What follows belongs to an exercise in optimizing a design on an open flow for a short achievable clock period and few clock cycles; a production flow would make more cautious choices. The RTL was checked by simulation tests, not by an equivalence proof against the original design. No activity file was given, so power comes from the tool's default toggle rates.

## mammal
module mammal (
      input clk,
      input rst,
      input [15:0] data_in,
      output logic [15:0] data_out,
      output logic [11:0] address,
      output logic memwt,
      input INT,
      output logic intack
);
clock: 8.0 ns
lec_check: 0
cap_margin: 20
core_margin: 2
core_utilization: 40
setup_slack_margin: 5
slew_margin: 20
run.sh (not shown) runs the stock make flow with config.mk's settings and CLKGATE_MAP_FILE= SYNTH_SCRIPT=/design/flow/synth_recipe.tcl, a recipe that flattens the netlist after the stock synthesis.
Testbench counts at the start, summed over its fixed seeds: cycles 81,025.
Change:
--- a/flow/design.v
+++ b/flow/design.v
@@ -27,14 +27,12 @@
 logic [15:0] c0, c1;
 logic        cv0, cv1;
 logic x_any, x_alu, x_ldi, x_ld, x_st, x_push, x_pop, x_call, x_ret, x_iret,
       x_sti, x_cli, x_halt;
 logic x_poph, x_reth;    
 logic [7:0]  wa;         
-logic        wa_any, wb_any;   
-logic [2:0]  wa_i, wb_i;       
 logic [7:0]  wb;         
 logic [7:0]  wl;         
 logic [15:0] opa, opb;   
 logic [15:0] res_r;      
 logic        r7w1;       
 logic s_add, s_sub, s_and, s_or, s_xor, s_shl, s_not, s_mov, s_inc, s_dec, s_top;
@@ -172,15 +170,14 @@
 wire [7:0] db = 8'd1 << data_in[5:3];
 wire [7:0] dd = 8'd1 << data_in[2:0];
 wire [2:0] fn = data_in[11:9];
 wire [2:0] f7 = data_in[8:6];
 wire [11:0] pc_f = addr_r + 12'd1;            
 wire [11:0] jt_f = add12(addr_r, data_in[11:0]);  
-wire fa_r = wa_any & (data_in[8:6] == wa_i), fa_w = wb_any & (data_in[8:6] == wb_i);
-wire fb_r = wa_any & (data_in[5:3] == wa_i), fb_w = wb_any & (data_in[5:3] == wb_i);
-wire fa_7 = stk_inc & (data_in[8:6] == 3'd7), fb_7 = stk_inc & (data_in[5:3] == 3'd7);
+wire fa_r = |(wa & da), fa_w = |(wb & da), fa_7 = stk_inc & da[7];
+wire fb_r = |(wa & db), fb_w = |(wb & db), fb_7 = stk_inc & db[7];
 wire ga_w = ~fa_r & fa_w, ga_7 = ~fa_r & ~fa_w & fa_7, ga_f = ~fa_r & ~fa_w & ~fa_7;
 wire gb_w = ~fb_r & fb_w, gb_7 = ~fb_r & ~fb_w & fb_7, gb_f = ~fb_r & ~fb_w & ~fb_7;
 wire [15:0] rda = r[data_in[8:6]];
 wire [15:0] rdb = r[data_in[5:3]];
 wire [15:0] opa_e = ({16{ga_w}} & res_r) | ({16{ga_7}} & r7p1) | ({16{ga_f}} & rda);
 wire [15:0] opb_e = ({16{gb_w}} & res_r) | ({16{gb_7}} & r7p1) | ({16{gb_f}} & rdb);
@@ -222,23 +219,21 @@
   s_not <= n_alu & (fn == 3'd7) & (f7 == 3'd0);
   s_mov <= n_alu & (fn == 3'd7) & (f7 == 3'd1);
   s_inc <= n_alu & (fn == 3'd7) & (f7 == 3'd2);
   s_dec <= n_alu & (fn == 3'd7) & (f7 == 3'd3);
   s_top <= n_poph;
   if (s_int2) vec <= data_in[11:0];
-  wa_i <= data_in[2:0];
-  wb_i <= wa_i;
 end
 always_ff @(posedge clk) begin
   if (rst) begin
     s_iret2 <= 1'b0; s_int1 <= 1'b0; s_int2 <= 1'b0; s_int3 <= 1'b0; s_int4 <= 1'b0;
     s_halt <= 1'b0;
     x_any <= 1'b0; x_alu <= 1'b0; x_ldi <= 1'b0; x_ld <= 1'b0; x_st <= 1'b0;
     x_push <= 1'b0; x_pop <= 1'b0; x_call <= 1'b0; x_ret <= 1'b0; x_iret <= 1'b0;
     x_sti <= 1'b0; x_cli <= 1'b0; x_halt <= 1'b0; x_poph <= 1'b0; x_reth <= 1'b0;
-    wa <= 8'd0; wb <= 8'd0; wl <= 8'd0; r7w1 <= 1'b0; wa_any <= 1'b0; wb_any <= 1'b0;
+    wa <= 8'd0; wb <= 8'd0; wl <= 8'd0; r7w1 <= 1'b0;
     memwt_r <= 1'b0;
     pc <= 12'd0; zf <= 1'b0; ie <= 1'b0; int_r <= 1'b0;
   end else begin
     int_r <= INT;
     zf <= x_iret ? data_in[0] : zf_next;
     ie <= ~s_int1 & ie_after;
@@ -246,14 +241,12 @@
     s_int1 <= go_int1;
     s_int2 <= s_int1;
     s_int3 <= s_int2;
     s_int4 <= s_int3;
     if (x_halt) s_halt <= 1'b1;
     wb <= wa;
-    wb_any <= wa_any;
-    wa_any <= fetch & (n_alu | n_poph);
     r7w1 <= wb[7];
     memwt_r <= (fetch & (n_st | n_push | n_call)) | go_int1 | s_int1;
     x_any  <= fetch;
     x_alu  <= fetch & n_alu;
     x_ldi  <= fetch & n_ldi;
     x_ld   <= fetch & n_ld;
Result: The new run passed the timing, DRC and antenna checks. Clock power falls by about 7%. Die area came out lower by 1.8%. Non-clock buffer count went down by 1. Setup slack gets worse by 0.018 ns. Final cell count shrinks by about 2%. Hold slack improves by 0.057 ns. Register-to-register slack gets better by 0.04 ns. Via count decreases by 2.2%. Global-route usage fell by 1.9 points. Sequential share of layout area rises by 0.21 points.
Testbench counts after the change, summed over its fixed seeds: cycles 81,025.

static timing again, ports no longer ideal:
The results above use ideal ports. As a check the final layouts listed here were re-extracted and re-timed, cells and wires unchanged. Step 1 assumes that a clkbuf_16 drives the clock port and a buf_2 every other input. Step 2, shift: input delay + t, output delay - t, t = (earliest + latest rising clock arrival at the registers) / 2. This alone moves slack from input paths to output paths. a / b / c = no drivers / after step 1 / after step 2; a / b = the first two.
run	t (ns)	setup slack, ns	cell pins on the clock port's net
the first run	0.647	4.765 / 4.765 / 4.125	1
the second run	0.643	4.747 / 4.709 / 4.066	1
After both steps every run listed still meets setup and hold. The setup slack of the second run, which loses most, moves by -0.038 ns with the drivers and by -0.681 ns with both steps.
